What follows belongs to an exercise in optimizing a design on an open flow for small area and a short achievable clock period; a production flow would make more cautious choices. RTL that was checked went through simulation tests only; none was proved equivalent to the original. Only the layout flow was run in runs 1 to 4; the RTL was not checked for function there. No driver is modelled on the clock port, so clocking that relies on it looks cheaper here than on a real chip. Power figures rest on the tool's default switching activity, not on a simulated workload.

==> design.v <==
`timescale 1ns / 1ps
module top_module(
    input clk,
    input rst,
    input [15:0] sw,
    input btnC,
    output reg [6:0] seg,
    output reg [3:0] an,
    output reg bitti,
    output [1:0] p
    );
    reg btnC_prev;
    reg s0, sira, p0, p1;
    reg s1;              
    reg arm;             
    reg [15:0] sayi0, sayi1;
    reg [15:0] m;
    assign p = {p1, p0};
    wire gir = btnC & ~btnC_prev;
    wire cmp = btnC & arm;
    wire [15:0] tah_n = ~(sw & {16{s1}});
    wire [15:0] sa;
    mux16 smux(.sel(sira), .a(sayi0), .b(sayi1), .y(sa));
    wire [15:0] m_n;
    match_matrix mm(.g_n(tah_n), .s(sa), .m(m_n));
    always @(posedge clk) begin
        if (rst) begin
            btnC_prev <= 1'b0;
            s0 <= 1'b0;
            p0 <= 1'b1;
            s1 <= 1'b0;
            sira <= 1'b0;
            p1 <= 1'b1;
            arm <= 1'b0;
        end else begin
            btnC_prev <= btnC;
            arm <= ~btnC & s0 & ~bitti;
            if (gir) begin
                s0 <= 1'b1;
                if (s0) begin
                    p0 <= 1'b0;
                    s1 <= 1'b1;
                end
                sira <= ~sira;
            end
            if (cmp) p1 <= ~sira;
        end
    end
    wire win = btnC & arm & ~rst;
    wire bitti_n;
    win_set ws(.keep(bitti & ~rst), .win(win), .d({m_n[15], m_n[10], m_n[5], m_n[0]}), .y(bitti_n));
    always @(posedge clk)
        bitti <= bitti_n;
    always @(posedge clk) begin
        if (!s0) sayi0 <= sw;
        if (!s1) sayi1 <= sw;
        if (cmp) m <= m_n;
    end
    wire [3:0] v;
    digit_sel ds(.m(m), .s1(s1), .an(an), .v(v));
    wire [6:0] seg_n;
    hex7 hx(.v(v), .seg(seg_n));
    always @(posedge clk) begin
        if (rst) begin
            an <= 4'b1111;
            seg <= 7'b000_0000;
        end else begin
            an <= {an[2:0], an[3] & ~&an[2:0]};
            seg <= seg_n;
        end
    end
endmodule
module mux16(
    input sel,
    input [15:0] a,
    input [15:0] b,
    output [15:0] y
    );
    assign y = sel ? a : b;
endmodule
module match_matrix(
    input [15:0] g_n,
    input [15:0] s,
    output [15:0] m
    );
    genvar i, j;
    generate
        for (i = 0; i < 4; i = i + 1) begin : gi
            for (j = 0; j < 4; j = j + 1) begin : gj
                eq4 e(.a_n(g_n[4*i +: 4]), .b(s[4*j +: 4]), .y(m[4*i+j]));
            end
        end
    endgenerate
endmodule
module eq4(
    input [3:0] a_n,
    input [3:0] b,
    output y
    );
    assign y = a_n == ~b;
endmodule
module digit_sel(
    input [15:0] m,
    input s1,
    input [3:0] an,
    output reg [3:0] v
    );
    function [1:0] fa(input x, input y, input z);
        fa = {(x & y) | (x & z) | (y & z), x ^ y ^ z};
    endfunction
    wire [1:0] d0 = fa(m[0], m[5], m[10]);
    wire b0 = d0[0] ^ m[15];
    wire e0 = d0[0] & m[15];
    wire [2:0] bull = {d0[1] & e0, d0[1] ^ e0, b0};
    wire [1:0] f0 = fa(m[1], m[2], m[3]);
    wire [1:0] f1 = fa(m[4], m[6], m[7]);
    wire [1:0] f2 = fa(m[8], m[9], m[11]);
    wire [1:0] f3 = fa(m[12], m[13], m[14]);
    wire [1:0] g0, g1, g2;
    g_fa s0(.a(f0[0]), .b(f1[0]), .c(f2[0]), .s(g0[0]), .co(g0[1]));
    g_fa s1a(.a(f0[1]), .b(f1[1]), .c(f2[1]), .s(g1[0]), .co(g1[1]));
    wire c0 = g0[0] ^ f3[0];
    wire k0 = g0[0] & f3[0];
    g_fa s2(.a(g0[1]), .b(g1[0]), .c(f3[1]), .s(g2[0]), .co(g2[1]));
    wire c1, k1, h, c2, c3;
    g_xor2 x1(.a(g2[0]), .b(k0), .y(c1));
    g_and2 a1(.a(g2[0]), .b(k0), .y(k1));
    g_xor2 x2(.a(g1[1]), .b(g2[1]), .y(h));
    g_xor2 x3(.a(h), .b(k1), .y(c2));
    g_maj3 j3(.a(g1[1]), .b(g2[1]), .c(k1), .y(c3));
    wire [3:0] cow = {c3, c2, c1, c0};
    always @(*)
        if (!an[0]) v = 4'hC;
        else if (!an[1]) v = s1 ? {1'b0, bull} : 4'h0;
        else if (!an[2]) v = 4'hB;
        else v = s1 ? cow : 4'h0;
endmodule
module hex7(
    input [3:0] v,
    output [6:0] seg
    );
    assign seg[0] = (~v[3] & ~v[2] & ~v[1]) | (v[3] & v[2]) | (v[2] & v[1] & v[0]);
    assign seg[1] = (~v[3] & ~v[2] & v[0]) | (~v[3] & ~v[2] & v[1]) | (~v[3] & v[1] & v[0]);
    assign seg[2] = (~v[3] & v[0]) | (~v[1] & v[0]) | (~v[3] & v[2] & ~v[1]);
    assign seg[3] = (v[3] & v[1] & ~v[0]) | (v[2] & v[1] & v[0]) | (~v[3] & v[2] & ~v[1] & ~v[0]) | (~v[3] & ~v[2] & ~v[1] & v[0]);
    assign seg[4] = (v[3] & v[2]) | (~v[3] & ~v[2] & v[1] & ~v[0]);
    assign seg[5] = (v[3] & v[2]) | (v[2] & v[1] & ~v[0]) | (v[3] & v[1] & v[0]) | (v[2] & ~v[1] & v[0]);
    assign seg[6] = (v[3] & v[1] & v[0]) | (~v[3] & v[2] & ~v[1] & ~v[0]) | (~v[3] & ~v[2] & ~v[1] & v[0]);
endmodule
module win_set(
    input keep,
    input win,
    input [3:0] d,
    output y
    );
    wire nd;
    g_nand4 n(.a(d), .y(nd));
    g_o21ai o(.a1(~win), .a2(nd), .b1(~keep), .y(y));
endmodule
module g_fa(input a, input b, input c, output s, output co);
    wire h;
    g_xor2 x0(.a(a), .b(b), .y(h));
    g_xor2 x1(.a(h), .b(c), .y(s));
    g_maj3 j(.a(a), .b(b), .c(c), .y(co));
endmodule
module g_xor2(input a, input b, output y);
    assign y = a ^ b;
endmodule
module g_and2(input a, input b, output y);
    assign y = a & b;
endmodule
module g_maj3(input a, input b, input c, output y);
    assign y = (a & b) | (a & c) | (b & c);
endmodule
module g_nand4(input [3:0] a, output y);
    assign y = ~&a;
endmodule
module g_o21ai(input a1, input a2, input b1, output y);
    assign y = ~((a1 | a2) & b1);
endmodule
==> flow/run.sh <==
#!/bin/bash
# ORFS layout with plain buffers on the ports, a small clock tree, and after
# clock tree synthesis a resizing pass (flow/post_cts.tcl) that trades slack
# for area and then sizes the critical paths up to a tighter target.
set -euo pipefail
here=$(pwd)
bash standard.sh synth > synth.log 2>&1
bash standard.sh \
  "BUFFER_PORTS_ARGS=-buffer_cell sky130_fd_sc_hd__buf_1" \
  "CTS_ARGS=-sink_clustering_enable -repair_clock_nets -dont_use_dummy_load" \
  "POST_CTS_TCL=$here/flow/post_cts.tcl" \
  finish > layout.log 2>&1
==> flow/downsize.tcl <==
# greedy downsizing: each cell to the smallest same-function cell that keeps
# the worst setup slack at or above the floor and adds no slew/cap violation
proc my_downsize {floor} {
  set n 0
  foreach inst [get_cells *] {
    set ref [get_property $inst ref_name]
    if {![regexp {^(sky130_fd_sc_hd__[a-z0-9]+)_([0-9]+)$} $ref -> base size]} { continue }
    if {[string match "*clkbuf*" $base] || [string match "*dfxtp*" $base] || [string match "*edfxtp*" $base]} { continue }
    if {[string match "*buf*" $base] && [regexp {^(input|output)} [get_property $inst full_name]]} { continue }
    set lcs [get_lib_cells -quiet $ref]
    if {[llength $lcs] == 0} { continue }
    set cur_area [get_property [lindex $lcs 0] area]
    set cands {}
    foreach lc [get_lib_cells ${base}_*] {
      set nm [get_property $lc name]
      if {![regexp "^${base}_(\[0-9\]+)\$" $nm]} { continue }
      set a [get_property $lc area]
      if {$a < $cur_area} { lappend cands [list $a $nm] }
    }
    foreach c [lsort -real -index 0 $cands] {
      set nm [lindex $c 1]
      replace_cell $inst $nm
      if {[worst_slack -max] >= $floor && [sta::max_slew_violation_count] == 0 && [sta::max_capacitance_violation_count] == 0} {
        incr n
        set ref $nm
        break
      }
      replace_cell $inst $ref
    }
  }
  return $n
}

# the largest early or late slew, either edge, at any flip-flop clock pin
proc my_clock_slew {} {
  set w 0
  foreach pin [all_registers -clock_pins -edge_triggered] {
    foreach e {rise fall} {
      set s [get_property $pin slew_max_$e]
      if {$s > $w} { set w $s }
    }
  }
  return $w
}

# clock buffers to a smaller size where the clock-pin slew stays under
# max_slew and the worst setup and hold slacks stay at or above the floors
proc my_downsize_clock {floor max_slew} {
  set n 0
  foreach inst [get_cells *] {
    set ref [get_property $inst ref_name]
    if {![regexp {^sky130_fd_sc_hd__clkbuf_([0-9]+)$} $ref -> size]} { continue }
    foreach cand {sky130_fd_sc_hd__clkbuf_2 sky130_fd_sc_hd__clkbuf_4} {
      regexp {_([0-9]+)$} $cand -> csize
      if {$csize >= $size} { continue }
      replace_cell $inst $cand
      if {[worst_slack -max] >= $floor && [worst_slack -min] >= 0.1 && [my_clock_slew] <= $max_slew
          && [sta::max_slew_violation_count] == 0 && [sta::max_capacitance_violation_count] == 0} {
        incr n
        set ref $cand
        set size $csize
        break
      }
      replace_cell $inst $ref
    }
  }
  return $n
}
==> flow/margin.txt <==
9.25
==> flow/post_cts.tcl <==
set here [file dirname [info script]]
source [file join $here downsize.tcl]
set fp [open [file join $here margin.txt]]
set margin [string trim [read $fp]]
close $fp
estimate_parasitics -placement
puts "post_cts: worst slack before [worst_slack -max]"
repair_timing -setup -setup_margin $margin -skip_last_gasp
set ws [worst_slack -max]
puts "post_cts: worst slack after repair $ws"
puts "post_cts: downsized [my_downsize [expr {min($ws, $margin)}]] cells"
repair_timing -setup -setup_margin $margin -skip_last_gasp
puts "post_cts: worst slack after downsizing [worst_slack -max]"
repair_timing -hold
detailed_placement
check_placement -verbose
estimate_parasitics -placement
puts "post_cts: worst slack final [worst_slack -max] hold [worst_slack -min]"
==> standard.sh <==
#!/bin/bash
# synth_recipe.tcl (not shown) runs the flow's synth.tcl, then flattens the netlist and writes it again
# the make line also repeats each setting of config.mk as NAME=value (left out here)
make -C /OpenROAD-flow-scripts/flow DESIGN_CONFIG=/design/flow/config.mk WORK_HOME=/design/flow/orfs CLKGATE_MAP_FILE= SYNTH_SCRIPT=/design/flow/synth_recipe.tcl "${@:-finish}"
==> config.mk <==
export PLATFORM = sky130hd
export DESIGN_NAME = top_module
export DESIGN_NICKNAME = top_module
export VERILOG_FILES = /design/flow/design.v
export SDC_FILE = /design/flow/constraint.sdc
export NUM_CORES = 4
export LEC_CHECK = 0
export ABC_AREA = 0
export CAP_MARGIN = 20
export CORE_MARGIN = 2
export CORE_UTILIZATION = 70
export SLEW_MARGIN = 20
export SYNTH_HIERARCHICAL = 1
==> constraint.sdc <==
create_clock -name core_clock -period 12.5 [get_ports {clk}]
set_input_delay 2.5000 -clock core_clock [delete_from_list [all_inputs] [get_ports {clk}]]
set_output_delay 2.5000 -clock core_clock [all_outputs]
set_load 0.01 [all_outputs]
==> results of run 1 <==
## cell usage in the layout (no fill, tap or decap), types with 2 or more instances in the layout
master	Yosys	routed
inv_1	11	12
clkbuf_8	0	9
buf_6	3	6
mux2_1	0	10
o21ai_0	2	2
nand2_1	19	14
mux2_2	6	6
nand4_1	2	2
nor2b_1	10	10
xnor2_2	0	2
fa_1	5	5
dfxtp_4	0	3
xnor2_1	64	62
o21ai_1	5	4
nor4_2	0	7
nand3_1	2	2
maj3_1	0	5
a21oi_1	2	2
nor4_1	18	11
xor2_1	10	10
dfxtp_1	19	12
or2_2	3	3
buf_2	4	7
buf_1	0	22
ha_1	3	3
dfxtp_2	0	4
buf_4	2	6
nor2_1	4	5
nand3b_1	3	3
mux2i_1	2	2
nand2_2	0	5
a21o_1	3	3
edfxtp_1	48	48
## state kept, by name, indices dropped and copies added (netlist names)
signal,flops
p1,1
bitti,1
sira,1
p0,1
s0,1
sayi0,16
btnC_prev,1
sayi1,16
m,16
an,4
s1,1
arm,1
seg,7
## cells in the mapped netlist, types with 5 or more instances
cell	number	area, um^2
edfxtp_1	48	1440
dfxtp_1	19	380
nor4_1	18	113
inv_1	11	41.3
nor2b_1	10	62.6
maj3_2	5	56.3
nand2_1	19	71.3
xnor2_1	64	561
xor2_1	10	87.6
fa_1	5	100
mux2_2	6	67.6
o21ai_1	5	25.0
mux2_4	10	150
## logic make-up (layout without fill, tap and decap cells)
kind of cell / after synthesis / in the layout
AOI/OAI and AO/OA: 21 / 21
xor gates and xnor gates: 74 / 74
adders and majority gates: 13 / 13
buffers and inverters: 25 / 64
DFF: 67 / 67
muxes: 18 / 18
and+or+nand+nor: 68 / 68
## worst paths after layout
path | from | to | cells after the start | slack (ps)
setup reg to reg | m[11]$_DFFE_PP_ | seg[3]$_SDFF_PP0_ | 13 | 9190
setup / recovery | sw[12] | bitti$_DFF_P_ | 6 | 9100
hold / removal | p0$_SDFFE_PP1P_ | p0$_SDFFE_PP1P_ | 1 | 460
hold reg to reg | p0$_SDFFE_PP1P_ | p0$_SDFFE_PP1P_ | 1 | 460
## modules after synthesis (local to each module, per instance), a selection
module | copies in the design | cells inside | cell area (um^2)
mux16 | 1 | 18 | 249
digit_sel | 1 | 25 | 233
hex7 | 1 | 26 | 181
eq4 | 16 | 5 | 41.3
g_nand4 | 1 | 1 | 6.26
g_o21ai | 1 | 1 | 5.00
## power by group through the flow
| stage | Clock, mW | Combinational [mW] | Sequential (mW) |
|---|---|---|---|
| 3_3_place_gp | 0 | 0.0932 | 0.265 |
| 6_report | 0.131 | 0.101 | 0.260 |
| 5_1_grt | 0.143 | 0.110 | 0.262 |
| 2_1_floorplan | 0 | 0.0784 | 0.263 |
| 3_5_place_dp | 0 | 0.0942 | 0.266 |
## through the flow
step                      util (%)  cell area, um^2  hold slack (ps)
after floorplan                  -             3570              428
after global routing          79.3             3970              484
after global placement        73.7             3690              432
final                         79.3             3970              457
after detailed placement      73.7             3690              438
## layout make-up
| class | count | area [um^2] | share of cell area [%] |
|---|---|---|---|
| inverter | 13 | 52.6 | 1.32 |
| clock buffer | 9 | 124 | 3.12 |
| multi-input combinational | 194 | 1640 | 41.2 |
| sequential | 67 | 1840 | 46.3 |
| tap | 70 | 87.6 | 2.20 |
| timing repair buffer | 42 | 235 | 5.92 |
## per-layer routing
layer	vias to the layer above	track usage [%]	wire, um
li1	1069	-	-
met1	1035	33.9	2950
met2	52	40.5	3140
met3	6	6.75	259
met4	0	10.7	58
met5	-	0	0
## worst max-delay path, delay by kind of cell
family                 cells  cell delay, ps
XOR/XNOR                   1             250
buffers and inverters      1             110
AND/OR/NAND/NOR            3             670
AO/OA/AOI/OAI              1             140
==> flow_metrics.tcl, run 1 <==
set metrics [dict create \
    crit_slowest_cell "nor4_2" \
    synth-seq-cells 67 \
    critPathKind "input port to flip-flop" \
    wl_per_cell_um 16.2 \
    p_leak_nw 1.38 \
    hp-class "flip-flop to flip-flop" \
    drc_errors 0 \
    placed_cells 377 \
    synth_xor_area_share_pct 18.1 \
    synth-warning-count 8 \
    crit_path_cell_trace "buf_1 -> nand2_1 -> xnor2_1 -> nor4_2 -> nand4_1 -> o21ai_1" \
    antenna_left 0 \
    swShare_pct 26.2 \
    grt_overflow 0 \
    ys_async_sr_fraction_pct 0 \
    core-area_um2 5010 \
    synth_top_family_by_area "XOR/XNOR gates" \
    rows 26 \
    finalHoldViolations 0 \
    syn_area_per_cell_um2 12.5 \
    synth.area.mux_share_pct 6.65 \
    finalNetCount 354 \
    fin_ws_ps 9100 \
    intPower_mw 0.363 \
    netlist_area_um2 3570 \
    tns_ps 0 \
    synth-main-ff-cell "edfxtp_1" \
    max_freq_mhz 294 \
    fill_cells 334 \
    viasPerCell 5.47 \
    grt_pass1_vias 2169 \
    die_x_um 75.5 \
    synth_compound_area_share_pct 3.89 \
    globalRouteTotalUtil_pct 25.6 \
    seqPwrFrac_pct 52.9 \
    drv_slew 0 \
    clk_pin_slew_ps 70 \
    yosys.area_share.simple_pct 10.7 \
    cts_tree "yes" \
    min_period_ps 3400 \
    die_h_um 75.5 \
    cts.sinks 67 \
    status "timing/DRC/antenna clean" \
    io_pins 33 \
    drv.max_cap_violation_count 0 \
    antenna_cells 0 \
    synthCells 286 \
    tightest_slew_ps 883 \
    start_kind "input port" \
    power_density_nw_per_um2 124 \
    yosysUniqueCellTypes 45 \
    setup_viol 0 \
    cp_data_arrival_time_ps 3670 \
    grt_max_degree 22 \
    syn2layout_area_growth_pct 11.2 \
    path_max_fanout 4 \
    die_area_um2 5690 \
    finalPower_mw 0.492 \
    hpwl_mm 4.47 \
    wirelength_mm 6.40 \
    skew_ps 26.2 \
    ir_drop_uv 107 \
    instances_no_fill 395 \
    start_util_pct 71.3 \
    clkLatencyLatePin_ps 340 \
    via_count 2162 \
    pwr-share-comb_pct 20.5 \
    drt_iter0_drc 161 \
    antenna_found_initial 0 \
    synth_nets 313 \
    clkPwrFrac_pct 26.6 \
    synth_edf_count 48 \
    post-route-period-util_pct 27.2 \
    io_buffers 32 \
    synth_fa_ha_area_share_pct 5.43 \
    endpoint_kind "flip-flop" \
    drive_above_1_share_pct 19.4 \
    p_sw_mw 0.129 \
    slew_headroom_pct 41.0 \
    slowest_delay_ps 360 \
    finalWeightedCongestion 0.884 \
    dr.pass1.iters 4 \
    crit_required_ps 12760 \
    place_ws_ps 8620 \
    ys_seq_area_share_pct 51.0 \
    grt_pass1_wl_mm 10.3 \
    rsz0062_at_grt "false" \
]
==> run 2, diff against run 1 <==
==> flow/margin.txt (replaced) <==
9.15
==> run 2 against run 1 <==
Effect of this change: design area decreased by 3.4%; critical endpoint is now seg[3]$_SDFF_PP0_; first-iteration DRC count decreased by 16%; via count increased by 0.37%; still clean.
==> flow_metrics.tcl, run 2 <==
set metrics [dict create \
    status "timing/DRC/antenna clean" \
    viasPerCell 5.59 \
    rows 26 \
    wl_per_cell_um 16.0 \
    finalHoldViolations 0 \
    grt_pass1_vias 2137 \
    finalNetCount 347 \
    grt_overflow 0 \
    finalWeightedCongestion 0.884 \
    ys_seq_area_share_pct 51.0 \
    syn_area_per_cell_um2 12.5 \
    clk_pin_slew_ps 70 \
    post_dp_cell_area_um2 3690 \
    synth_nets 313 \
    reg_top3 "m x16, sayi0 x16, sayi1 x16" \
    final_cell_mix "62 x xnor2_1, 48 x edfxtp_1, 29 x buf_1, 17 x nand2_1, 16 x dfxtp_1" \
    die_x_um 75.5 \
    path_max_fanout 12 \
    synth-main-ff-cell "edfxtp_1" \
    skew_ps 23.8 \
    drt_iter0_drc 135 \
    syn2layout_area_growth_pct 7.39 \
    start_kind "flip-flop" \
    synth-seq-cells 67 \
    power_density_nw_per_um2 126 \
    critPathKind "flip-flop to flip-flop" \
    drive_above_1_share_pct 12.3 \
    antenna_left 0 \
    die_h_um 75.5 \
    tns_ps 0 \
    die_area_um2 5690 \
    io_pins 33 \
    cp_data_arrival_time_ps 3690 \
    clkLatencyLatePin_ps 340 \
    setup_viol 0 \
    yosys.area.top_type_share_pct 40.3 \
    synth_most_common_cell "xnor2_1" \
    globalRouteTotalUtil_pct 25.1 \
    grt_pass1_wl_mm 10.1 \
    slew_headroom_pct 42.8 \
    dr.pass1.iters 4 \
    tightest_slew_ps 857 \
    synth_top_area_cell "edfxtp_1" \
    finalPower_mw 0.485 \
    via_count 2170 \
    postLayoutCoreUtil_pct 76.6 \
    endpoint_kind "flip-flop" \
    io_buffers 32 \
    netlist_area_um2 3570 \
    post-route-period-util_pct 27.4 \
    drv.max_cap_violation_count 0 \
    ir_drop_uv 106 \
    antenna_found_initial 0 \
    grt_max_degree 22 \
    synthCells 286 \
    synth_edf_count 48 \
    antenna_cells 0 \
    final_common_cell "xnor2_1" \
    cts.sinks 67 \
    min_period_ps 3430 \
    hp-class "flip-flop to flip-flop" \
    ys_async_sr_fraction_pct 0 \
    max_freq_mhz 292 \
    core-area_um2 5010 \
    yosysUniqueCellTypes 45 \
    hpwl_mm 4.47 \
    rsz0062_at_grt "false" \
    drc_errors 0 \
    synthTopCellsByCount "64 x xnor2_1, 48 x edfxtp_1, 19 x dfxtp_1, 19 x nand2_1, 18 x nor4_1" \
    wirelength_mm 6.22 \
    crit_required_ps 12770 \
    cts_tree "yes" \
    p_leak_nw 1.31 \
    drv_slew 0 \
    start_util_pct 71.3 \
    multi_input_area_um2 1600 \
    synth-warning-count 8 \
    fill_cells 357 \
    finish.instance_area_um2 3840 \
    synthTopCellsByArea "edfxtp_1 40%, xnor2_1 16%, dfxtp_1 11%" \
    regArea_um2 1830 \
]
## run 2: cell counts after synthesis
No cell type changed its count.
## run 2: power by group
group | leakage, nW | internal (mW) | switching [mW]
Sequential | 0.620 | 0.253 | 0.00720
Clock | 0.0647 | 0.0639 | 0.0663
Combinational | 0.624 | 0.0422 | 0.0526
Total | 1.31 | 0.359 | 0.126
## run 2: worst paths after layout
path / cells after the start / slack [ps] / endpoint / from
setup / recovery: 13 / 9070 / seg[3]$_SDFF_PP0_ / m[8]$_DFFE_PP_
hold / removal: 1 / 460 / p0$_SDFFE_PP1P_ / p0$_SDFFE_PP1P_
setup reg to reg: 13 / 9070 / seg[3]$_SDFF_PP0_ / m[8]$_DFFE_PP_
hold reg to reg: 1 / 460 / p0$_SDFFE_PP1P_ / p0$_SDFFE_PP1P_
## run 2: cell type report
type	instances	share of cell area [%]
Tap cell	70	2.28
Multi-Input combinational cell	194	41.7
Inverter	13	1.37
Timing Repair Buffer	35	3.68
Clock buffer	9	3.23
Sequential cell	67	47.7
## run 2: modules after synthesis, one instance, submodules excluded, a selection
module      cells inside  cell area, um^2  flops+latches  copies in the design
digit_sel             25              233              0                     1
hex7                  26              181              0                     1
g_and2                 1             6.26              0                     1
g_o21ai                1             5.00              0                     1
eq4                    5             41.3              0                    16
g_xor2                 1             8.76              0                     9
top_module           119             2100             67                     1
g_nand4                1             6.26              0                     1
mux16                 18              249              0                     1
win_set                2             7.51              0                     1
## run 2: logic make-up (layout without fill, tap and decap cells)
| logic type | Yosys count | in the layout | synth area share (%) |
|---|---|---|---|
| buffers and inverters | 25 | 57 | 4.20 |
| adders and majority gates | 13 | 13 | 5.43 |
| xor gates and xnor gates | 74 | 74 | 18.1 |
| DFF | 67 | 67 | 51.0 |
| and+or+nand+nor | 68 | 68 | 10.7 |
| muxes | 18 | 18 | 6.65 |
| AOI/OAI and AO/OA | 21 | 21 | 3.89 |
## run 2: per-layer routing
metal | up-vias | track usage [%] | share of wire (%)
met5 | - | 0 | 0
met4 | 0 | 11.5 | 1.6
met3 | 11 | 6.75 | 5.2
met2 | 55 | 38.6 | 47
met1 | 1044 | 33.6 | 46
li1 | 1060 | - | -
## run 2: stage by stage
step | hold WS (ps) | setup WS (ps) | cells
floorplan | 428 | 9110 | 286
finish | 455 | 9070 | 388
detailed placement | 438 | 8620 | 377
global route | 478 | 8950 | 388
global placement | 432 | 8710 | 377
## run 2: worst max-delay path, stage by stage, from the launching register on
cell and delay [ps]:
edfxtp_1 420, fa_1 530, maj3_1 410, xor2_1 170, xor2_1 160, and2_1 190, maj3_1 360, a21boi_0 170
o21ai_0 90, buf_2 190, nor4b_1 390, a31oi_1 100, nand2_1 80, nor2b_1 110
==> run 3, diff against run 2 <==
==> flow/margin.txt (replaced) <==
9.1
==> run 3 against run 2 <==
Effect of this change: fmax is 1.9% lower; still clean on timing, DRC and antenna; setup slack worse by 67 ps; clock skew is 1.2 ps higher; critical endpoint unchanged; clock power hardly changed; critical path depth stayed put.
==> flow_metrics.tcl, run 3 <==
set metrics [dict create \
    crit_path_cell_trace "fa_1 -> maj3_1 -> xor2_1 -> xor2_1 -> and2_1 -> maj3_1 -> a21boi_0 -> o21ai_0 -> buf_1 -> nor4b_1 -> a31oi_1 -> nand2_1 -> nor2b_1" \
    slew_headroom_pct 43.8 \
    viasPerCell 5.56 \
    wl_per_cell_um 15.9 \
    die_area_um2 5690 \
    rows 26 \
    grt_overflow 0 \
    tns_ps 0 \
    finish.instance_area_um2 3780 \
    netlist_area_um2 3570 \
    antenna_cells 0 \
    io_buffers 32 \
    drive_above_1_share_pct 7.91 \
    yosysUniqueCellTypes 45 \
    globalRouteTotalUtil_pct 24.8 \
    use_met3_pct 6.75 \
    dr.pass1.iters 4 \
    via_count 2147 \
    yosys.area.top_type_share_pct 40.3 \
    syn_area_per_cell_um2 12.5 \
    grt_pass1_vias 2094 \
    p_leak_nw 1.28 \
    path_buf_inv 1 \
    final_cell_mix "64 x xnor2_1, 48 x edfxtp_1, 33 x buf_1, 19 x nand2_1, 16 x dfxtp_1" \
    die_x_um 75.5 \
    setup_viol 0 \
    die_h_um 75.5 \
    drv.max_cap_violation_count 0 \
    clk_pin_slew_ps 70 \
    hp-class "flip-flop to flip-flop" \
    startpoint "m[8]$_DFFE_PP_" \
    postLayoutCoreUtil_pct 75.4 \
    hpwl_mm 4.47 \
    cp_data_arrival_time_ps 3760 \
    ys_seq_area_share_pct 51.0 \
    clkLatencyLatePin_ps 340 \
    grt_pass1_wl_mm 9.99 \
    finalPower_mw 0.483 \
    synth_edf_count 48 \
    drc_errors 0 \
    reg_top3 "m x16, sayi0 x16, sayi1 x16" \
    grt_util_met1_pct 33.3 \
    cts_tree "yes" \
    crit_slowest_cell "fa_1" \
    synth_top_area_cell "edfxtp_1" \
    tightest_slew_ps 842 \
    cp-endpoint "seg[3]$_SDFF_PP0_" \
    drv_slew 0 \
    post-route-period-util_pct 27.9 \
    synth-seq-cells 67 \
    critPathKind "flip-flop to flip-flop" \
    endpoint_kind "flip-flop" \
    start_kind "flip-flop" \
    ys_async_sr_fraction_pct 0 \
    rsz0062_at_grt "false" \
    antenna_found_initial 0 \
    synth-main-ff-cell "edfxtp_1" \
    cts.sinks 67 \
    drt_iter0_drc 141 \
    antenna_left 0 \
    final_common_cell "xnor2_1" \
    slowest_delay_ps 530 \
    core-area_um2 5010 \
    reg2reg_slack_ps 9010 \
    synthTopCellsByCount "64 x xnor2_1, 48 x edfxtp_1, 19 x dfxtp_1, 19 x nand2_1, 18 x nor4_1" \
    finalWeightedCongestion 0.884 \
    grt_busiest_layer "met2" \
    status "timing/DRC/antenna clean" \
    crit_required_ps 12770 \
    ir_drop_uv 106 \
    synth-warning-count 8 \
    grt_max_degree 22 \
    synth_most_common_cell "xnor2_1" \
    finalHoldViolations 0 \
    max_freq_mhz 286 \
    skew_ps 24.9 \
    cp_top_family "adder cells" \
    regToRegStartpoint "m[8]$_DFFE_PP_" \
    r2r_cells 13 \
    timing.rr.end "seg[3]$_SDFF_PP0_" \
    power_density_nw_per_um2 128 \
    io_pins 33 \
    synthCells 286 \
    finalNetCount 345 \
    wirelength_mm 6.16 \
    synthTopCellsByArea "edfxtp_1 40%, xnor2_1 16%, dfxtp_1 11%" \
    synth_nets 313 \
    start_util_pct 71.3 \
    min_period_ps 3490 \
    path_max_fanout 12 \
    met2_usage_pct 38.1 \
    cp_num_cells 13 \
    syn2layout_area_growth_pct 5.71 \
    post_dp_cell_area_um2 3690 \
]
[run 3: cell counts after synthesis]
Identical to the previous run, type by type.
[run 3: logic make-up (layout without fill, tap and decap cells)]
family	after synthesis	after routing	synth area share (%)
compound gates	21	21	3.89
xor+xnor	74	74	18.1
fa+ha+maj	13	13	5.43
buf+inv	25	55	4.20
flops	67	67	51.0
mux	18	18	6.65
simple gates	68	68	10.7
[run 3: worst register-to-register path, stage by stage, from the launching register on]
cell	delay, ps
edfxtp_1	420
fa_1	530
maj3_1	410
xor2_1	170
xor2_1	160
and2_1	190
maj3_1	360
a21boi_0	170
o21ai_0	100
buf_1	240
nor4b_1	390
a31oi_1	90
nand2_1	80
nor2b_1	110
[run 3: how the worst min path moves through the flow]
stage	endpoint	cells after the start	start	slack, ps
after global placement	p0$_SDFFE_PP1P_	1	p0$_SDFFE_PP1P_	430
final	arm$_SDFF_PP0_	1	bitti$_DFF_P_	450
after floorplan	p0$_SDFFE_PP1P_	1	p0$_SDFFE_PP1P_	430
after detailed placement	p0$_SDFFE_PP1P_	1	p0$_SDFFE_PP1P_	440
after global routing	arm$_SDFF_PP0_	1	bitti$_DFF_P_	480
[run 3: cell type report]
cell class	instances	area, um^2
Inverter	13	48.8
Multi-Input combinational cell	194	1570
Sequential cell	67	1830
Tap cell	70	87.6
Fill cell	365	1230
Clock buffer	9	124
Timing Repair Buffer	33	124
[run 3: power breakdown]
group	switching [mW]	internal, mW
clock	0.0671	0.0639
sequential	0.00759	0.253
combinational	0.0504	0.0406
[run 3: modules after synthesis (local to each module, per instance), a selection]
module	times used	area, um^2	flip-flops and latches
top_module	1	2100	67
g_nand4	1	6.26	0
hex7	1	181	0
eq4	16	41.3	0
digit_sel	1	233	0
g_xor2	9	8.76	0
mux16	1	249	0
g_and2	1	6.26	0
g_o21ai	1	5.00	0
[run 3: metrics by stage]
step | hold slack, ps | setup slack [ps] | cells
after floorplan | 428 | 9110 | 286
final | 450 | 9010 | 386
after detailed placement | 438 | 8620 | 377
after global routing | 477 | 8800 | 386
after global placement | 432 | 8710 | 377
[run 3: layer usage]
layer,routed length [um],vias up
met5,0,-
met3,270,11
met2,2910,54
met1,2880,1026
met4,92,0
li1,-,1056
==> run 4, diff against run 3 <==
--- a/config.mk
+++ b/config.mk
@@ -10,3 +10,3 @@
 export CORE_MARGIN = 2
-export CORE_UTILIZATION = 70
+export CORE_UTILIZATION = 80
 export SLEW_MARGIN = 20
==> run 4 against run 3 <==
Effect of this change: largest cell class unchanged; area after synthesis did not move; critical path type is now input port to flip-flop; sequential share of layout area increased by 0.22 points; global-route usage up 7.0 points; largest power group unchanged; total power up 1.3%; count of clock-buffer cells in the layout unchanged; critical endpoint is now bitti$_DFF_P_; still clean; sequential cell count is the same; register-to-register slack about the same; design area down 0.53%; synthesized cell count is the same.
==> flow_metrics.tcl, run 4 <==
set metrics [dict create \
    status "timing/DRC/antenna clean" \
    path_max_fanout 4 \
    synth_nets 313 \
    seqPwrFrac_pct 53.4 \
    drt_iter0_drc 202 \
    die_h_um 70.8 \
    dr.pass1.iters 5 \
    ir_drop_uv 114 \
    fill_cells 215 \
    cts_tree "yes" \
    ys_async_sr_fraction_pct 0 \
    wl_per_cell_um 20.1 \
    p_sw_mw 0.131 \
    start_util_pct 82.6 \
    clk_pin_slew_ps 70 \
    critPathKind "input port to flip-flop" \
    io_buffers 32 \
    rows 24 \
    swShare_pct 26.8 \
    cts.sinks 67 \
    antenna_left 0 \
    drv_slew 0 \
    globalRouteTotalUtil_pct 31.8 \
    final_cell_mix "64 x xnor2_1, 48 x edfxtp_1, 33 x buf_1, 19 x nand2_1" \
    min_delay_path_depth 1 \
    pwr-share-comb_pct 19.4 \
    synth-warning-count 8 \
    cp_data_arrival_time_ps 3790 \
    slew_headroom_pct 39.7 \
    synth_most_common_cell "xnor2_1" \
    grt_max_degree 22 \
    place_ws_ps 8620 \
    die_x_um 70.8 \
    finalWeightedCongestion 0.924 \
    min_period_ps 3530 \
    netlist_area_um2 3570 \
    antenna_found_initial 0 \
    viasPerCell 6.26 \
    finalNetCount 345 \
    yosys.area.top_type_share_pct 40.3 \
    syn2layout_area_growth_pct 5.15 \
    synth_top_area_cell "edfxtp_1" \
    fin_ws_ps 8970 \
    io_pins 33 \
    final_common_cell "xnor2_1" \
    hpwl_mm 5.05 \
    placed_cells 359 \
    grt_pass1_wl_mm 11.8 \
    synth_edf_count 48 \
    core-area_um2 4320 \
    hp-class "flip-flop to flip-flop" \
    finalPower_mw 0.489 \
    yosysUniqueCellTypes 45 \
    grt_overflow 0 \
    synthTopCellsByArea "edfxtp_1 40%, xnor2_1 16%, dfxtp_1 11%" \
    tns_ps 0 \
    finalHoldViolations 0 \
    die_area_um2 5020 \
    start_kind "input port" \
    intPower_mw 0.358 \
    synth-seq-cells 67 \
    max_freq_mhz 283 \
    reg_top3 "m x16, sayi0 x16, sayi1 x16" \
    instances_no_fill 368 \
    power_density_nw_per_um2 130 \
    post-route-period-util_pct 28.2 \
    rsz0062_at_grt "false" \
    clkPwrFrac_pct 27.2 \
    antenna_cells 0 \
    wirelength_mm 7.40 \
    tightest_slew_ps 905 \
    r2r_cells 14 \
    syn_area_per_cell_um2 12.5 \
    skew_ps 25.9 \
    via_count 2302 \
    grt_pass1_vias 2379 \
    synth-main-ff-cell "edfxtp_1" \
    drc_errors 0 \
    setup_viol 0 \
    clkLatencyLatePin_ps 350 \
    ys_seq_area_share_pct 51.0 \
    synthTopCellsByCount "64 x xnor2_1, 48 x edfxtp_1, 19 x dfxtp_1, 19 x nand2_1, 18 x nor4_1" \
    crit_required_ps 12760 \
    p_leak_nw 1.27 \
    drv.max_cap_violation_count 0 \
    synthCells 286 \
    drive_above_1_share_pct 8.54 \
    endpoint_kind "flip-flop" \
]
==> run 4: cell counts after synthesis <==
Identical to the previous run, type by type.
==> run 4: cell families after synthesis <==
| group | synth area share, % |
|---|---|
| simple gates | 10.7 |
| fa+ha+maj | 5.43 |
| compound gates | 3.89 |
| mux | 6.65 |
| xor+xnor | 18.1 |
| flops | 51.0 |
| buf+inv | 4.20 |
==> run 4: Yosys stat by module, one instance, submodules excluded, excerpt <==
module | cell area (um^2) | cells | flops+latches | copies in the design
g_and2 | 6.26 | 1 | 0 | 1
g_nand4 | 6.26 | 1 | 0 | 1
win_set | 7.51 | 2 | 0 | 1
hex7 | 181 | 26 | 0 | 1
g_xor2 | 8.76 | 1 | 0 | 9
eq4 | 41.3 | 5 | 0 | 16
mux16 | 249 | 18 | 0 | 1
digit_sel | 233 | 25 | 0 | 1
g_o21ai | 5.00 | 1 | 0 | 1
top_module | 2100 | 119 | 67 | 1
g_maj3 | 11.3 | 1 | 0 | 4
==> run 4: path summary, 6_finish.rpt <==
check | startpoint | end | slack, ps
worst min register to register | an[3]$_SDFF_PP1_ | an[0]$_SDFF_PP1_ | 450
worst max-delay path | sw[5] | bitti$_DFF_P_ | 8970
worst min-delay path | an[3]$_SDFF_PP1_ | an[0]$_SDFF_PP1_ | 450
worst max register to register | m[4]$_DFFE_PP_ | seg[3]$_SDFF_PP0_ | 9010
==> run 4: stage by stage <==
step                      hold WS (ps)  util [%]  instance area [um^2]
after floorplan                    428         -                  3570
after global placement             434      84.9                  3670
after detailed placement           444      84.9                  3670
after global routing               476      86.9                  3760
final                              453      86.9                  3760
==> run 4: area by class of cell <==
type	instances	area, um^2	area share (%)
Multi-Input combinational cell	194	1570	41.7
Inverter	13	52.6	1.40
Timing Repair Buffer	33	124	3.30
Sequential cell	67	1830	48.6
Tap cell	52	65.1	1.73
Clock buffer	9	124	3.30
==> run 4: power groups by stage <==
stage	registers (mW)	logic [mW]	clock network (mW)
3_5_place_dp	0.266	0.0954	0
2_1_floorplan	0.263	0.0784	0
5_1_grt	0.263	0.101	0.139
3_3_place_gp	0.265	0.0925	0
6_report	0.261	0.0948	0.133
==> run 4: critical path, cell delays in order <==
cell and delay, ps:
buf_1 130, nand2_1 220, xnor2_1 240, nor4_2 380, nand4_1 120, o21ai_1 190
==> run 4: routing by layer <==
metal	global-route usage (%)	vias up	routed length (um)
met4	12.2	0	143
li1	-	1052	-
met2	55.7	104	3780
met3	5.98	16	511
met1	39.5	1130	2970
met5	0	-	0
==> run 5, diff against run 4 <==
--- a/design.v
+++ b/design.v
@@ -21,6 +21,6 @@
     wire [15:0] tah_n = ~(sw & {16{s1}});
-    wire [15:0] sa;
-    mux16 smux(.sel(sira), .a(sayi0), .b(sayi1), .y(sa));
+    wire [15:0] sa_n;    
+    mux16 smux(.sel(sira), .a(sayi0), .b(sayi1), .y_n(sa_n));
     wire [15:0] m_n;
-    match_matrix mm(.g_n(tah_n), .s(sa), .m(m_n));
+    match_matrix mm(.g_n(tah_n), .s_n(sa_n), .m(m_n));
     always @(posedge clk) begin
@@ -76,5 +76,5 @@
     input [15:0] b,
-    output [15:0] y
+    output [15:0] y_n
     );
-    assign y = sel ? a : b;
+    assign y_n = ~(sel ? a : b);
 endmodule
@@ -82,3 +82,3 @@
     input [15:0] g_n,
-    input [15:0] s,
+    input [15:0] s_n,
     output [15:0] m
@@ -89,3 +89,3 @@
             for (j = 0; j < 4; j = j + 1) begin : gj
-                eq4 e(.a_n(g_n[4*i +: 4]), .b(s[4*j +: 4]), .y(m[4*i+j]));
+                eq4 e(.a(g_n[4*i +: 4]), .b(s_n[4*j +: 4]), .y(m[4*i+j]));
             end
@@ -95,3 +95,3 @@
 module eq4(
-    input [3:0] a_n,
+    input [3:0] a,
     input [3:0] b,
@@ -99,3 +99,3 @@
     );
-    assign y = a_n == ~b;
+    assign y = a == b;
 endmodule
@@ -118,8 +118,7 @@
     wire [1:0] f3 = fa(m[12], m[13], m[14]);
-    wire [1:0] g0, g1, g2;
-    g_fa s0(.a(f0[0]), .b(f1[0]), .c(f2[0]), .s(g0[0]), .co(g0[1]));
-    g_fa s1a(.a(f0[1]), .b(f1[1]), .c(f2[1]), .s(g1[0]), .co(g1[1]));
+    wire [1:0] g0 = fa(f0[0], f1[0], f2[0]);
+    wire [1:0] g1 = fa(f0[1], f1[1], f2[1]);
     wire c0 = g0[0] ^ f3[0];
     wire k0 = g0[0] & f3[0];
-    g_fa s2(.a(g0[1]), .b(g1[0]), .c(f3[1]), .s(g2[0]), .co(g2[1]));
+    wire [1:0] g2 = fa(g0[1], g1[0], f3[1]);
     wire c1, k1, h, c2, c3;
@@ -159,8 +158,2 @@
 endmodule
-module g_fa(input a, input b, input c, output s, output co);
-    wire h;
-    g_xor2 x0(.a(a), .b(b), .y(h));
-    g_xor2 x1(.a(h), .b(c), .y(s));
-    g_maj3 j(.a(a), .b(b), .c(c), .y(co));
-endmodule
 module g_xor2(input a, input b, output y);
--- a/config.mk
+++ b/config.mk
@@ -10,3 +10,3 @@
 export CORE_MARGIN = 2
-export CORE_UTILIZATION = 80
+export CORE_UTILIZATION = 70
 export SLEW_MARGIN = 20
==> run 5 against run 4 <==
Effect of this change: worst hold slack better by 7.8 ps; combinational power down 17%; synthesized cell count down 1.7%.
==> flow_metrics.tcl, run 5 <==
set metrics [dict create \
    synth_nets 311 \
    rsz0062_at_grt "false" \
    hpwl_mm 4.62 \
    grt_overflow 0 \
    min_from "p0$_SDFFE_PP1P_" \
    critPathKind "flip-flop to flip-flop" \
    regArea_um2 1830 \
    synth-seq-cells 67 \
    start_util_pct 71.3 \
    path_buf_inv 2 \
    tns_ps 0 \
    final_common_cell "xor2_1" \
    rows 26 \
    io_buffers 32 \
    drv_slew 0 \
    drc_errors 0 \
    yosys.area.top_type_share_pct 40.1 \
    crit_slowest_cell "fa_1" \
    crit_required_ps 12760 \
    cp_data_arrival_time_ps 3720 \
    intPower_mw 0.347 \
    endpoint_kind "flip-flop" \
    clkPwrFrac_pct 27.8 \
    final_cell_mix "68 x xor2_1, 48 x edfxtp_1, 37 x buf_1, 19 x nand2_1, 18 x mux2i_1" \
    syn_area_per_cell_um2 12.8 \
    p_sw_mw 0.122 \
    startpoint "m[4]$_DFFE_PP_" \
    fill_cells 355 \
    slew_headroom_pct 29.9 \
    synth-warning-count 8 \
    seqPwrFrac_pct 55.6 \
    via_count 2136 \
    synth_most_common_cell "xor2_1" \
    core-area_um2 5040 \
    grt_pass1_wl_mm 10.0 \
    reg_top3 "m x16, sayi0 x16, sayi1 x16" \
    synth_edf_count 48 \
    ys_seq_area_share_pct 50.7 \
    multi_input_area_um2 1540 \
    path_max_fanout 6 \
    regToRegStartpoint "m[4]$_DFFE_PP_" \
    pwr-share-comb_pct 16.7 \
    start_kind "flip-flop" \
    wirelength_met1_mm 2.95 \
    antenna_found_initial 0 \
    routed.top_layer "met4" \
    antenna_left 0 \
    clkLatencyLatePin_ps 330 \
    status "timing/DRC/antenna clean" \
    min_period_ps 3460 \
    drt_iter0_drc 119 \
    wl_met2_mm 3.13 \
    dr.pass1.iters 4 \
    ir_drop_uv 108 \
    skew_ps 22.0 \
    wl_per_cell_um 16.6 \
    yosysUniqueCellTypes 45 \
    ys_async_sr_fraction_pct 0 \
    cts.sinks 67 \
    drv.max_cap_violation_count 0 \
    io_pins 33 \
    globalRouteTotalUtil_pct 24.8 \
    max_freq_mhz 289 \
    grt_pass1_vias 2066 \
    finalWeightedCongestion 0.885 \
    synth_top_area_cell "edfxtp_1" \
    die_area_um2 5730 \
    setup_viol 0 \
    hp-class "flip-flop to flip-flop" \
    p_leak_nw 1.35 \
    cp_top_family "adder cells" \
    antenna_cells 0 \
    wirelength_mm 6.40 \
    post-route-period-util_pct 27.7 \
    swShare_pct 26.1 \
    synthTopCellsByArea "edfxtp_1 40%, xor2_1 17%, dfxtp_1 11%" \
    cts_tree "yes" \
    syn2layout_area_growth_pct 4.87 \
    netlist_area_um2 3600 \
    power_density_nw_per_um2 124 \
    finalNetCount 347 \
    die_x_um 75.7 \
    grt_max_degree 22 \
    met3_length_um 234 \
    clk_pin_slew_ps 70 \
    tightest_slew_ps 1050 \
    synth-main-ff-cell "edfxtp_1" \
    postLayoutCoreUtil_pct 74.8 \
    synthCells 281 \
    finalHoldViolations 0 \
    die_h_um 75.7 \
    viasPerCell 5.55 \
    slowest_delay_ps 440 \
    crit_path_cell_trace "fa_1 -> inv_1 -> fa_1 -> inv_1 -> fa_1 -> and2_1 -> maj3_2 -> a21boi_2 -> o21ai_1 -> nor4b_1 -> a31oi_1 -> nand2_1 -> nor2b_1" \
    crit_path_frequent_cell "fa_1" \
    synthTopCellsByCount "68 x xor2_1, 48 x edfxtp_1, 20 x nand2_1, 19 x dfxtp_1, 18 x mux2i_1" \
    drive_above_1_share_pct 7.94 \
]
run 5: cell count changes after synthesis, sizes merged:
cell	previous run	this run
nand3	2	1
maj3	5	2
mux2i	2	18
o211ai	0	1
xnor2	64	0
nand2	19	20
mux2	16	0
nand3b	3	2
fa	5	8
buf	10	11
xor2	10	68
run 5: metal layers:
metal | global-route usage, % | vias up
li1 | - | 1039
met1 | 34.0 | 1045
met2 | 38.4 | 42
met3 | 5.95 | 10
met4 | 10.1 | 0
met5 | 0 | -
run 5: logic make-up after synthesis:
kind of cell	Yosys count	share of synthesized area, %
compound gates	22	4.07
xor+xnor	68	16.6
fa+ha+maj	13	6.12
buf+inv	26	4.38
flops	67	50.7
mux	18	5.01
simple gates	67	13.2
run 5: power by group through the flow:
| stage | combinational (mW) | sequential (mW) | clock (mW) |
|---|---|---|---|
| 2_1_floorplan | 0.0680 | 0.262 | 0 |
| 3_3_place_gp | 0.0797 | 0.265 | 0 |
| 3_5_place_dp | 0.0816 | 0.265 | 0 |
| 5_1_grt | 0.0863 | 0.262 | 0.142 |
| 6_report | 0.0783 | 0.261 | 0.130 |
run 5: final cells by class:
class                   instances  share of cell area [%]
inverters                      13                    1.29
well taps                      70                    2.32
multi-input cells             189                    40.9
flip-flops and latches         67                    48.5
repair buffers                 37                    3.68
clock buffers                   9                    3.28
run 5: modules after synthesis (local to each module, per instance), a selection:
module / flops+latches / cells
digit_sel: 0 / 29
eq4: 0 / 5
g_and2: 0 / 1
g_maj3: 0 / 1
g_nand4: 0 / 1
g_o21ai: 0 / 1
g_xor2: 0 / 1
hex7: 0 / 26
mux16: 0 / 18
top_module: 67 / 119
win_set: 0 / 2
run 5: worst paths after layout:
| check | endpoint | slack (ps) | cells past startpoint |
|---|---|---|---|
| setup / recovery | seg[3]$_SDFF_PP0_ | 9040 | 13 |
| setup reg to reg | seg[3]$_SDFF_PP0_ | 9040 | 13 |
| hold reg to reg | p0$_SDFFE_PP1P_ | 460 | 1 |
| hold / removal | p0$_SDFFE_PP1P_ | 460 | 1 |
run 5: metrics by stage:
step | power [mW] | area (um^2) | setup WS [ps] | cells | hold slack, ps
finish | 0.469 | 3770 | 9040 | 385 | 461
global route | 0.491 | 3770 | 8790 | 385 | 473
detailed placement | 0.347 | 3700 | 8740 | 370 | 449
global placement | 0.344 | 3700 | 8800 | 370 | 433
floorplan | 0.330 | 3600 | 9120 | 281 | 428
==> run 6, diff against run 5 <==
==> flow/run.sh (replaced) <==
#!/bin/bash
# The standard ORFS layout (standard.sh) with three changes: plain
# buffers (not delay cells) on the ports, no dummy loads in the clock tree,
# and after clock tree synthesis a resizing pass (flow/post_cts.tcl) that
# sizes the critical paths up to a tighter target and then downsizes the
# cells that are larger than the timing needs. Each step's full output goes
# to its own log here (synth.log, layout.log) and to ORFS's logs/.
set -euo pipefail
here=$(pwd)
bash standard.sh synth > synth.log 2>&1
bash standard.sh \
  "BUFFER_PORTS_ARGS=-buffer_cell sky130_fd_sc_hd__buf_1" \
  "CTS_ARGS=-sink_clustering_enable -repair_clock_nets -dont_use_dummy_load" \
  "POST_CTS_TCL=$here/flow/post_cts.tcl" \
  finish > layout.log 2>&1
--- a/flow/downsize.tcl
+++ b/flow/downsize.tcl
@@ -33,36 +33 @@
 
-# the largest early or late slew, either edge, at any flip-flop clock pin
-proc my_clock_slew {} {
-  set w 0
-  foreach pin [all_registers -clock_pins -edge_triggered] {
-    foreach e {rise fall} {
-      set s [get_property $pin slew_max_$e]
-      if {$s > $w} { set w $s }
-    }
-  }
-  return $w
-}
-
-# clock buffers to a smaller size where the clock-pin slew stays under
-# max_slew and the worst setup and hold slacks stay at or above the floors
-proc my_downsize_clock {floor max_slew} {
-  set n 0
-  foreach inst [get_cells *] {
-    set ref [get_property $inst ref_name]
-    if {![regexp {^sky130_fd_sc_hd__clkbuf_([0-9]+)$} $ref -> size]} { continue }
-    foreach cand {sky130_fd_sc_hd__clkbuf_2 sky130_fd_sc_hd__clkbuf_4} {
-      regexp {_([0-9]+)$} $cand -> csize
-      if {$csize >= $size} { continue }
-      replace_cell $inst $cand
-      if {[worst_slack -max] >= $floor && [worst_slack -min] >= 0.1 && [my_clock_slew] <= $max_slew
-          && [sta::max_slew_violation_count] == 0 && [sta::max_capacitance_violation_count] == 0} {
-        incr n
-        set ref $cand
-        set size $csize
-        break
-      }
-      replace_cell $inst $ref
-    }
-  }
-  return $n
-}
--- a/flow/post_cts.tcl
+++ b/flow/post_cts.tcl
@@ -11,3 +11,3 @@
 puts "post_cts: downsized [my_downsize [expr {min($ws, $margin)}]] cells"
-repair_timing -setup -setup_margin $margin -skip_last_gasp
+repair_timing -setup -setup_margin $margin
 puts "post_cts: worst slack after downsizing [worst_slack -max]"
==> run 6 against run 5 <==
Effect of this change: critical path depth unchanged; synthesized cell count stayed put; area after synthesis is the same; total power unchanged; worst hold slack stayed put; design area unchanged; critical path type unchanged; largest power group unchanged; highest routed layer unchanged.
==> flow_metrics.tcl, run 6 <==
set metrics [dict create \
    status "timing/DRC/antenna clean" \
    globalRouteTotalUtil_pct 24.8 \
    endpoint_kind "flip-flop" \
    p_sw_mw 0.122 \
    start_kind "flip-flop" \
    dr.pass1.iters 4 \
    wirelength_mm 6.40 \
    antenna_cells 0 \
    antenna_left 0 \
    min_period_ps 3460 \
    p_leak_nw 1.35 \
    finalWeightedCongestion 0.885 \
    final_common_cell "xor2_1" \
    synth-seq-cells 67 \
    hpwl_mm 4.62 \
    die_area_um2 5730 \
    synth-warning-count 8 \
    netlist_area_um2 3600 \
    min_from "p0$_SDFFE_PP1P_" \
    synth-main-ff-cell "edfxtp_1" \
    cp_data_arrival_time_ps 3720 \
    synth_nets 311 \
    drv_slew 0 \
    synthCells 281 \
    via_count 2136 \
    hp-class "flip-flop to flip-flop" \
    grt_overflow 0 \
    cts_tree "yes" \
    clk_pin_slew_ps 70 \
    postLayoutCoreUtil_pct 74.8 \
    skew_ps 22.0 \
    wl_per_cell_um 16.6 \
    ys_async_sr_fraction_pct 0 \
    post-route-period-util_pct 27.7 \
    ir_drop_uv 108 \
    grt_pass1_vias 2066 \
    seqPwrFrac_pct 55.6 \
    synth_edf_count 48 \
    swShare_pct 26.1 \
    drc_errors 0 \
    drt_iter0_drc 119 \
    post_dp_cell_area_um2 3700 \
    max_freq_mhz 289 \
    final_cell_mix "68 x xor2_1, 48 x edfxtp_1, 37 x buf_1, 19 x nand2_1, 18 x mux2i_1" \
    drv.max_cap_violation_count 0 \
    syn2layout_area_growth_pct 4.87 \
    clkLatencyLatePin_ps 330 \
    viasPerCell 5.55 \
    slew_headroom_pct 29.9 \
    finish.instance_area_um2 3770 \
    rows 26 \
    start_util_pct 71.3 \
    grt_pass1_wl_mm 10.0 \
    yosys.area.top_type_share_pct 40.1 \
    drive_above_1_share_pct 7.94 \
    startpoint "m[4]$_DFFE_PP_" \
    power_density_nw_per_um2 124 \
    syn_area_per_cell_um2 12.8 \
    grt_max_degree 22 \
    crit_required_ps 12760 \
    finalNetCount 347 \
    synth_most_common_cell "xor2_1" \
    finalHoldViolations 0 \
    die_h_um 75.7 \
    ys_seq_area_share_pct 50.7 \
    whs_ps 461 \
    io_buffers 32 \
    intPower_mw 0.347 \
    pwr-share-comb_pct 16.7 \
    antenna_found_initial 0 \
    clkPwrFrac_pct 27.8 \
    yosysUniqueCellTypes 45 \
    synth_top_area_cell "edfxtp_1" \
    tightest_slew_ps 1050 \
    path_max_fanout 6 \
    regToRegStartpoint "m[4]$_DFFE_PP_" \
    tns_ps 0 \
    finalPower_mw 0.469 \
    die_x_um 75.7 \
    core-area_um2 5040 \
    synthTopCellsByArea "edfxtp_1 40%, xor2_1 17%, dfxtp_1 11%" \
    reg_top3 "m x16, sayi0 x16, sayi1 x16" \
    io_pins 33 \
    critPathKind "flip-flop to flip-flop" \
    setup_viol 0 \
    cts.sinks 67 \
    synthTopCellsByCount "68 x xor2_1, 48 x edfxtp_1, 20 x nand2_1, 19 x dfxtp_1, 18 x mux2i_1" \
    rsz0062_at_grt "false" \
]
-- run 6: cell counts after synthesis --
Identical to the previous run, type by type.
-- run 6: worst max-delay path, cell delays in order, from the launching register on --
cell and delay [ps]:
edfxtp_1 410, fa_1 430, inv_1 100, fa_1 430
inv_1 90, fa_1 440, and2_1 200, maj3_2 310
a21boi_2 180, o21ai_1 190, nor4b_1 350, a31oi_1 80
nand2_1 70, nor2b_1 110
-- run 6: Yosys stat by module, one instance, submodules excluded, excerpt --
module	times used	flops+latches
hex7	1	0
eq4	16	0
g_maj3	1	0
g_xor2	3	0
g_and2	1	0
g_nand4	1	0
-- run 6: kinds of logic after synthesis --
logic type | count (synthesis) | synth area share, %
adder cells (fa/ha/maj) | 13 | 6.12
flip-flops | 67 | 50.7
multiplexers | 18 | 5.01
buffers and inverters | 26 | 4.38
AND/OR/NAND/NOR | 67 | 13.2
XOR/XNOR | 68 | 16.6
AO/OA/AOI/OAI | 22 | 4.07
-- run 6: path summary, 6_finish.rpt --
kind / end / slack, ps / cells past startpoint
hold / removal: p0$_SDFFE_PP1P_ / 460 / 1
hold reg to reg: p0$_SDFFE_PP1P_ / 460 / 1
setup / recovery: seg[3]$_SDFF_PP0_ / 9040 / 13
setup reg to reg: seg[3]$_SDFF_PP0_ / 9040 / 13
-- run 6: metal layers --
| layer | vias to the layer above | wire, um | GRT usage (%) |
|---|---|---|---|
| li1 | 1039 | - | - |
| met1 | 1045 | 2950 | 34.0 |
| met2 | 42 | 3130 | 38.4 |
| met3 | 10 | 234 | 5.95 |
| met4 | 0 | 91 | 10.1 |
| met5 | - | 0 | 0 |
-- run 6: power by group through the flow --
stage	combinational [mW]	sequential, mW	clock [mW]
5_1_grt	0.0863	0.262	0.142
3_3_place_gp	0.0797	0.265	0
6_report	0.0783	0.261	0.130
3_5_place_dp	0.0816	0.265	0
2_1_floorplan	0.0680	0.262	0
-- run 6: metrics by stage --
step,std cells,setup slack (ps)
2_1_floorplan,281,9120
3_3_place_gp,370,8800
6_report,385,9040
5_1_grt,385,8790
3_5_place_dp,370,8740
-- run 6: area by class of cell --
| type | count | area (um^2) |
|---|---|---|
| clock buffers | 9 | 124 |
| multi-input cells | 189 | 1540 |
| inverters | 13 | 48.8 |
| fillers | 355 | 1270 |
| well taps | 70 | 87.6 |
| flip-flops and latches | 67 | 1830 |
| repair buffers | 37 | 139 |
==> run 7, diff against run 6 <==
==> flow/margin.txt (replaced) <==
9.15
--- a/flow/post_cts.tcl
+++ b/flow/post_cts.tcl
@@ -11,4 +11,8 @@
 puts "post_cts: downsized [my_downsize [expr {min($ws, $margin)}]] cells"
-repair_timing -setup -setup_margin $margin
+repair_timing -setup -setup_margin $margin -skip_last_gasp
 puts "post_cts: worst slack after downsizing [worst_slack -max]"
+repair_timing -hold
+detailed_placement
+estimate_parasitics -placement
+repair_timing -setup -setup_margin $margin -skip_last_gasp
 repair_timing -hold
==> run 7 against run 6 <==
Effect of this change: final cell count increased by 2.6%; total power increased by 1.1%; global-route usage rose by 0.82 points; clock skew hardly changed; critical path type is now input port to flip-flop; highest routed layer unchanged.
==> flow_metrics.tcl, run 7 <==
set metrics [dict create \
    status "timing/DRC/antenna clean" \
    grt_busiest_layer "met2" \
    p_leak_nw 1.39 \
    drt_iter0_drc 135 \
    rows 26 \
    grt_pass1_vias 2151 \
    clkLatencyLatePin_ps 340 \
    tightest_slew_ps 1050 \
    use_met3_pct 6.61 \
    die_h_um 75.7 \
    reg_top3 "m x16, sayi0 x16, sayi1 x16" \
    globalRouteTotalUtil_pct 25.6 \
    netlist_area_um2 3600 \
    crit_required_ps 12580 \
    synth-main-ff-cell "edfxtp_1" \
    wirelength_mm 6.54 \
    ys_async_sr_fraction_pct 0 \
    wl_per_cell_um 16.6 \
    crit_slowest_cell "nor4_1" \
    final_common_cell "xor2_1" \
    met2_usage_pct 40.5 \
    slowest_delay_ps 390 \
    synth-warning-count 8 \
    drv_slew 0 \
    endpoint_kind "flip-flop" \
    skew_ps 21.9 \
    max_freq_mhz 293 \
    setup_viol 0 \
    synth_top_area_cell "edfxtp_1" \
    synthTopCellsByCount "68 x xor2_1, 48 x edfxtp_1, 20 x nand2_1, 19 x dfxtp_1, 18 x mux2i_1" \
    synth_nets 311 \
    drc_errors 0 \
    synthTopCellsByArea "edfxtp_1 40%, xor2_1 17%, dfxtp_1 11%" \
    crit_path_cell_trace "buf_1 -> nand2_1 -> buf_1 -> xor2_1 -> nor4_1" \
    final_cell_mix "68 x xor2_1, 48 x edfxtp_1, 38 x buf_1, 18 x mux2i_1, 16 x nand2_1" \
    grt_overflow 0 \
    fill_cells 342 \
    hp-class "flip-flop to flip-flop" \
    finalHoldViolations 0 \
    hpwl_mm 4.62 \
    antenna_found_initial 0 \
    viasPerCell 5.51 \
    via_count 2178 \
    clk_pin_slew_ps 70 \
    rsz0062_at_grt "false" \
    crit_path_frequent_cell "buf_1" \
    synth-seq-cells 67 \
    core-area_um2 5040 \
    grt_max_degree 22 \
    synth_most_common_cell "xor2_1" \
    grt_pass1_wl_mm 10.3 \
    finalPower_mw 0.474 \
    finalNetCount 357 \
    tns_ps 0 \
    syn_area_per_cell_um2 12.8 \
    yosys.area.top_type_share_pct 40.1 \
    dr.pass1.iters 4 \
    io_buffers 32 \
    yosysUniqueCellTypes 45 \
    slew_headroom_pct 30.0 \
    syn2layout_area_growth_pct 7.38 \
    cts.sinks 67 \
    finalWeightedCongestion 0.885 \
    io_pins 33 \
    drive_above_1_share_pct 12.9 \
    min_period_ps 3420 \
    die_area_um2 5730 \
    post-route-period-util_pct 27.3 \
    cp_data_arrival_time_ps 3500 \
    start_util_pct 71.3 \
    ys_seq_area_share_pct 50.7 \
    antenna_left 0 \
    synthCells 281 \
    antenna_cells 0 \
    power_density_nw_per_um2 123 \
    drv.max_cap_violation_count 0 \
    cts_tree "yes" \
    grt_util_met1_pct 33.7 \
    path_max_fanout 3 \
    synth_edf_count 48 \
    ir_drop_uv 109 \
    die_x_um 75.7 \
    critPathKind "input port to flip-flop" \
    start_kind "input port" \
]
==> run 7: per-stage QoR <==
| step | area [um^2] | hold WS (ps) | util, % | std cells | setup slack (ps) |
|---|---|---|---|---|---|
| 6_report | 3860 | 430 | 76.6 | 395 | 9080 |
| 3_5_place_dp | 3700 | 449 | 73.4 | 370 | 8740 |
| 5_1_grt | 3860 | 432 | 76.6 | 395 | 8960 |
| 3_3_place_gp | 3700 | 433 | 73.4 | 370 | 8800 |
| 2_1_floorplan | 3600 | 428 | - | 281 | 9120 |
==> run 7: Yosys stat by module (local to each module, per instance), a selection <==
module | flops+latches | cell area, um^2 | cells inside
top_module | 67 | 2100 | 119
digit_sel | 0 | 299 | 29
mux16 | 0 | 191 | 18
hex7 | 0 | 181 | 26
eq4 | 0 | 47.5 | 5
g_maj3 | 0 | 11.3 | 1
g_xor2 | 0 | 8.76 | 1
win_set | 0 | 7.51 | 2
g_and2 | 0 | 6.26 | 1
g_nand4 | 0 | 6.26 | 1
g_o21ai | 0 | 5.00 | 1
==> run 7: cell families (layout without fill, tap and decap cells) <==
kind of cell / Yosys count / after routing / synth area share [%]
compound gates: 22 / 22 / 4.07
xor+xnor: 68 / 68 / 16.6
fa+ha+maj: 13 / 13 / 6.12
buf+inv: 26 / 70 / 4.38
flops: 67 / 67 / 50.7
mux: 18 / 18 / 5.01
simple gates: 67 / 67 / 13.2
==> run 7: layout make-up <==
type	instances	area (um^2)	share of cell area, %
sequential	67	1830	47.5
multi-input combinational	188	1570	40.6
timing repair buffer	48	200	5.18
clock buffer	9	124	3.21
tap	70	87.6	2.27
inverter	13	48.8	1.26
==> run 7: worst paths after layout <==
kind	startpoint	to	slack, ps	cells past startpoint
worst max-delay path	sw[10]	m[9]$_DFFE_PP_	9080	5
worst min register to register	bitti$_DFF_P_	arm$_SDFF_PP0_	430	1
worst max register to register	m[7]$_DFFE_PP_	seg[3]$_SDFF_PP0_	9160	13
worst min-delay path	bitti$_DFF_P_	arm$_SDFF_PP0_	430	1
==> run 7: worst max-delay path, delay by kind of cell <==
family	cells	cell delay (ps)
simple gates	2	500
xor+xnor	1	170
buf+inv	2	330
==> run 7: metal layers <==
layer,wire (um),up-vias
met1,2830,1045
met2,3200,61
met5,0,-
met3,366,14
met4,142,0
li1,-,1058
==> run 7: where the power goes <==
| part | internal [mW] | leakage, nW | switching [mW] | total (mW) |
|---|---|---|---|---|
| registers | 0.252 | 0.652 | 0.00731 | 0.260 |
| clock network | 0.0639 | 0.0647 | 0.0671 | 0.131 |
| logic | 0.0330 | 0.674 | 0.0506 | 0.0836 |
==> run 8, diff against run 7 <==
==> flow/margin.txt (replaced) <==
9.05
==> run 8 against run 7 <==
Effect of this change: still clean on timing, DRC and antenna; sequential cell count did not move; combinational power fell by 6.3%; worst hold slack improved by 31 ps; first-iteration DRC count rose by 1.5%; setup slack got worse by 35 ps; routed wire length fell by 2.5%; clock power barely moved; total power fell by 1.0%; fmax fell by 1.0%; area after synthesis did not move; largest cell class unchanged.
==> flow_metrics.tcl, run 8 <==
set metrics [dict create \
    startpoint "an[0]$_SDFF_PP1_" \
    synth_top_area_cell "edfxtp_1" \
    crit_path_cell_trace "buf_1" \
    min_from "p0$_SDFFE_PP1P_" \
    finalHoldViolations 0 \
    regArea_um2 1820 \
    reg_top3 "m x16, sayi0 x16, sayi1 x16" \
    post-route-period-util_pct 27.6 \
    drive_above_1_share_pct 7.32 \
    synth-seq-cells 67 \
    drc_errors 0 \
    antenna_found_initial 0 \
    yosysUniqueCellTypes 45 \
    viasPerCell 5.55 \
    finalPower_mw 0.470 \
    syn_area_per_cell_um2 12.8 \
    regToRegStartpoint "m[4]$_DFFE_PP_" \
    io_buffers 32 \
    synth_nets 311 \
    rows 26 \
    path_max_fanout 8 \
    crit_slowest_cell "dfxtp_1" \
    ys_async_sr_fraction_pct 0 \
    clk_pin_slew_ps 60 \
    hp-class "flip-flop to flip-flop" \
    slowest_delay_ps 450 \
    die_h_um 75.7 \
    synthCells 281 \
    cts_tree "yes" \
    power_density_nw_per_um2 125 \
    max_freq_mhz 290 \
    fin_ws_ps 9050 \
    path_buf_inv 1 \
    status "timing/DRC/antenna clean" \
    cts.sinks 67 \
    ir_drop_uv 108 \
    drv.max_cap_violation_count 0 \
    p_leak_nw 1.35 \
    die_area_um2 5730 \
    cp_data_arrival_time_ps 950 \
    start_util_pct 71.3 \
    globalRouteTotalUtil_pct 24.9 \
    drv_slew 0 \
    min_period_ps 3450 \
    core-area_um2 5040 \
    clkLatencyLatePin_ps 340 \
    fill_cells 355 \
    crit_required_ps 10000 \
    drt_iter0_drc 137 \
    dr.pass1.iters 4 \
    grt_overflow 0 \
    io_pins 33 \
    start_kind "flip-flop" \
    synth_edf_count 48 \
    synth_most_common_cell "xor2_1" \
    cp_top_family "flip-flops" \
    synth-warning-count 8 \
    tightest_slew_ps 1030 \
    final_common_cell "xor2_1" \
    grt_pass1_vias 2058 \
    hpwl_mm 4.62 \
    finalWeightedCongestion 0.885 \
    skew_ps 20.7 \
    slew_headroom_pct 31.1 \
    wl_per_cell_um 16.6 \
    rsz0062_at_grt "false" \
    die_x_um 75.7 \
    finalNetCount 346 \
    final_cell_mix "68 x xor2_1, 48 x edfxtp_1, 36 x buf_1, 20 x nand2_1" \
    ys_seq_area_share_pct 50.7 \
    antenna_left 0 \
]
[run 8: cell counts after synthesis]
No cell type changed its count.
[run 8: final timing paths]
path,endpoint,slack [ps],depth (start not counted)
worst max-delay path,an[0],9050,1
worst min-delay path,p0$_SDFFE_PP1P_,460,1
worst max register to register,seg[3]$_SDFF_PP0_,9070,12
worst min register to register,p0$_SDFFE_PP1P_,460,1
[run 8: cell families (layout without fill, tap and decap cells)]
family                   after synthesis  count (layout)  share of synthesized area (%)
XOR/XNOR                              68              68                           16.6
flip-flops                            67              67                           50.7
AND/OR/NAND/NOR                       67              67                           13.2
buffers and inverters                 26              58                           4.38
AO/OA/AOI/OAI                         22              23                           4.07
multiplexers                          18              18                           5.01
adder cells (fa/ha/maj)               13              13                           6.12
[run 8: per-module statistics from Yosys (local to each module, per instance), excerpt]
module / cells / copies in the design / flops+latches / area [um^2]
digit_sel: 29 / 1 / 0 / 299
mux16: 18 / 1 / 0 / 191
hex7: 26 / 1 / 0 / 181
eq4: 5 / 16 / 0 / 47.5
g_xor2: 1 / 3 / 0 / 8.76
win_set: 2 / 1 / 0 / 7.51
g_and2: 1 / 1 / 0 / 6.26
g_nand4: 1 / 1 / 0 / 6.26
[run 8: where the power goes]
part	internal (mW)	switching [mW]
Clock	0.0639	0.0667
Combinational	0.0305	0.0478
Sequential	0.253	0.00816
[run 8: final cells by class]
type	count	area share, %
Clock buffer	9	3.29
Inverter	13	1.29
Multi-Input combinational cell	189	41.1
Sequential cell	67	48.4
Tap cell	70	2.32
Timing Repair Buffer	36	3.59
[run 8: worst register-to-register path: stages (launching register included)]
cell and delay [ps]:
edfxtp_1 410, fa_1 520, fa_1 430, fa_1 580, and2_1 170, xor2_1 170, nand4_1 110, o211ai_1 130
buf_1 320, nor4b_2 100, a31oi_1 160, nand2_1 60, nor2b_1 120
[run 8: metal layers]
layer	global-route usage (%)	up-vias	wire length, um
li1	-	1039	-
met1	34.0	1035	2840
met2	38.2	47	3160
met3	6.08	10	290
met4	10.5	0	82
met5	0	-	0
[run 8: per-stage QoR]
step           hold WS, ps  instance area [um^2]  utilization (%)  instances
6_report               461                  3770             74.7        384
5_1_grt                473                  3770             74.7        384
3_5_place_dp           449                  3700             73.4        370
3_3_place_gp           433                  3700             73.4        370
2_1_floorplan          428                  3600                -        281

Re-timed with assumed drivers on the ports (clkbuf_16 on the clock, buf_2 on other inputs), run 8 has 9.020 ns of setup slack against 9.048 ns with ideal ports, and 8.713 ns once port delays also move by the mid clock arrival of 0.353 ns.
